From an optimization exercise on the open Yosys and OpenROAD flow, aimed at small area; shortcuts taken in it are not production practice. The RTL was checked by simulation tests, not by an equivalence proof against the original design.

// draw_line
module draw_line(clk, rst_n, wea, x, y, m, b, dir, range, index_rd, line_x, line_y, finish);
clock: 14.0 ns
lec_check: 0
cap_margin: 20
core_margin: 2
core_utilization: 40
slew_margin: 20
synth_hierarchical: 1
synth_minimum_keep_size: 0
standard.sh (not shown) runs the stock make flow with config.mk's settings and CLKGATE_MAP_FILE= SYNTH_SCRIPT=/design/flow/synth_recipe.tcl, a recipe that flattens the netlist after the stock synthesis.
==> flow/flow/run.sh <==
#!/bin/bash
# The standard layout (the standard.sh: the standard synthesis and ORFS
# from floorplan to finish), with these changes to how the layout is made:
#  - at the start of the floorplan step, flow/downsize.tcl swaps every
#    combinational cell for the smallest cell of the same function; the
#    timing repair of the floorplan and later steps sizes up what is needed;
#  - the port buffers that global placement adds to every input and output
#    are sky130_fd_sc_hd__buf_1 cells instead of the default buffer;
#  - clock tree synthesis adds no dummy loads and uses clkbuf_8 buffers.
# make's full output goes to flow_make.log in this folder.
set -euo pipefail
here=$(pwd)
bash standard.sh \
  "PRE_FLOORPLAN_TCL=$here/flow/downsize.tcl" \
  "BUFFER_PORTS_ARGS=-buffer_cell sky130_fd_sc_hd__buf_1" \
  "CTS_ARGS=-sink_clustering_enable -repair_clock_nets -dont_use_dummy_load -buf_list sky130_fd_sc_hd__clkbuf_8" \
  finish > flow_make.log 2>&1
==> flow/flow/downsize.tcl <==
# Sized-down start for the resizer: every combinational cell of the
# synthesized netlist is swapped for the smallest cell of the same function
# (same name but for the drive-strength suffix). Registers, tie cells and
# buffers are left as they are. The floorplan's and later stages' timing
# repair then size up what the timing needs.
set db [ord::get_db]
set n 0
set saved 0.0
foreach inst [[ord::get_db_block] getInsts] {
  set mname [[$inst getMaster] getName]
  if {![regexp {^(sky130_fd_sc_hd__([a-z0-9]+))_([0-9]+)$} $mname -> base func drive]} { continue }
  if {[regexp {^(df|edf|sdf|sed|dl|conb|buf|clkbuf|clkdly|dlygate|tap|fill|decap|diode)} $func]} { continue }
  set cur [$inst getMaster]
  set best $cur
  set best_area [expr {[$cur getWidth] * [$cur getHeight]}]
  foreach d {0 1 2 4 6 8 12 16} {
    set cand [$db findMaster "${base}_$d"]
    if {$cand == "NULL" || $cand == ""} { continue }
    set a [expr {[$cand getWidth] * [$cand getHeight]}]
    if {$a < $best_area} { set best $cand; set best_area $a }
  }
  if {$best != $cur} {
    set saved [expr {$saved + [$cur getWidth] * [$cur getHeight] - $best_area}]
    $inst swapMaster $best
    incr n
  }
}
puts "downsize.tcl: swapped $n cells to their smallest size, [expr {$saved / 1e6}] um2 less"
Change:
--- a/flow/design.v
+++ b/flow/design.v
@@ -39,35 +39,28 @@
     if (start)
         ph <= 2'd0;
     else if (ph != 2'd3)
         ph <= ph + 2'd1;
 end
 wire        rd   = !start && ph == 2'd3;
 wire        dneg = rd && dec;
 wire [4:0]  kz   = mv ? idx : 5'd0;
-always @(posedge clk) begin
-    if (start || ph != 2'd3)
-        m_reg <= start ? {m[23:0], m[31:24]} : {m_reg[23:0], m_reg[31:24]};
-end
-wire [31:0] mmask = (ph == 2'd0) ? 32'hFFFFFF00 :
-                    (ph == 2'd1) ? 32'hFFFF0000 :
-                    (ph == 2'd2) ? 32'hFF000000 : 32'hFFFFFFFF;
-wire [31:0] mop = start ? m : (m_reg & mmask);
+reg  [31:0] mop;
 reg  [7:0]  wop;
 reg         wm1;
 wire [31:0] aop = start ? b : acc;
 always @(*) begin
     if (start) begin
-        wop = x[7:0];  wm1 = 1'b0;
+        mop = m;                    wop = x[7:0];  wm1 = 1'b0;
     end else case (ph)
-        2'd0: begin wop = x_reg[15:8];  wm1 = x_reg[7];  end
-        2'd1: begin wop = x_reg[23:16]; wm1 = x_reg[15]; end
-        2'd2: begin wop = x_reg[31:24]; wm1 = x_reg[23]; end
-        default: begin wop = {3'd0, kz}; wm1 = 1'b0; end
+        2'd0: begin mop = {m_reg[23:0], 8'd0};  wop = x_reg[15:8];  wm1 = x_reg[7];  end
+        2'd1: begin mop = {m_reg[15:0], 16'd0}; wop = x_reg[23:16]; wm1 = x_reg[15]; end
+        2'd2: begin mop = {m_reg[7:0], 24'd0};  wop = x_reg[31:24]; wm1 = x_reg[23]; end
+        default: begin mop = m_reg;             wop = {3'd0, kz};   wm1 = 1'b0; end
     endcase
 end
 wire [31:0] mac;
 wire [3:0] one, two, neg;
 wire [31:0] mopn = ~mop;
 wire [8:0] wx = {wop, wm1};
 assign one[0] = wx[1] ^ wx[0];
 assign two[0] = (wx[2] & ~wx[1] & ~wx[0]) | (~wx[2] & wx[1] & wx[0]);
@@ -731,16 +724,17 @@
 wire t336;
 assign t336 = t334 & t321;
 wire t337;
 assign t337 = t323 ^ (t308 & t336);
 assign mac = {t337, t335, t333, t331, t329, t327, t325, t324, t306, t304, t302, t300, t298, t296, t294, t293, t274, t272, t270, t268, t266, t264, t262, t261, t243, t241, t239, t237, t235, t233, t231, t229};
 always @(posedge clk) begin
     if (start) begin
         x_reg <= x;
+        m_reg <= m;
         dec   <= (dir == 32'd0);
         mv    <= (dir == 32'd0) || (dir == 32'd1);
     end
     if (start || ph != 2'd3)
         acc <= mac;
     idx <= index_rd[4:0];
 end
 wire [5:0]  lx_lo = {1'b0, x_reg[4:0]} + {1'b0, kz ^ {5{dec}}} + {5'd0, dec};
Worst setup slack is better by 0.020 ns.
Sequential share of layout area goes up by 0.17 points.
First-iteration DRC count goes up by 46%.
Core utilization goes down by 1.2 points.
Cell area goes down by 0.56%.
Hold slack is worse by 0.026 ns.
Wire length goes up by 3.7%.
Die area goes up by 1.2%.
Clock skew is about the same.
Final cell count goes down by 0.42%.

port drivers added, routing unchanged:
The results above use ideal ports. As a check the final layouts listed here were re-extracted and re-timed, cells and wires unchanged. Step 1 (the two cells are an assumption about what drives the block):
set clk [get_ports {clk}]
set_driving_cell -lib_cell sky130_fd_sc_hd__clkbuf_16 $clk
set_driving_cell -lib_cell sky130_fd_sc_hd__buf_2 [delete_from_list [all_inputs] $clk]
Step 2 also shifts input and output timing later by t, the mid clock arrival at the registers, as if the neighbouring blocks saw the same clock. Slacks: no drivers / after step 1 / after step 2; pairs: no drivers / after step 1.
run | t (ns) | setup WS [ns] | worst register clock-pin slew, ns
the first run | 0.514 | 0.464 / 0.440 / 0.440 | 0.11 / 0.11
the second run | 0.518 | 0.484 / 0.463 / 0.463 | 0.11 / 0.11
After both steps setup and hold are still met in every run listed. The setup slack of the first run, which loses most, moves by -0.024 ns with the drivers and by -0.024 ns with both steps.
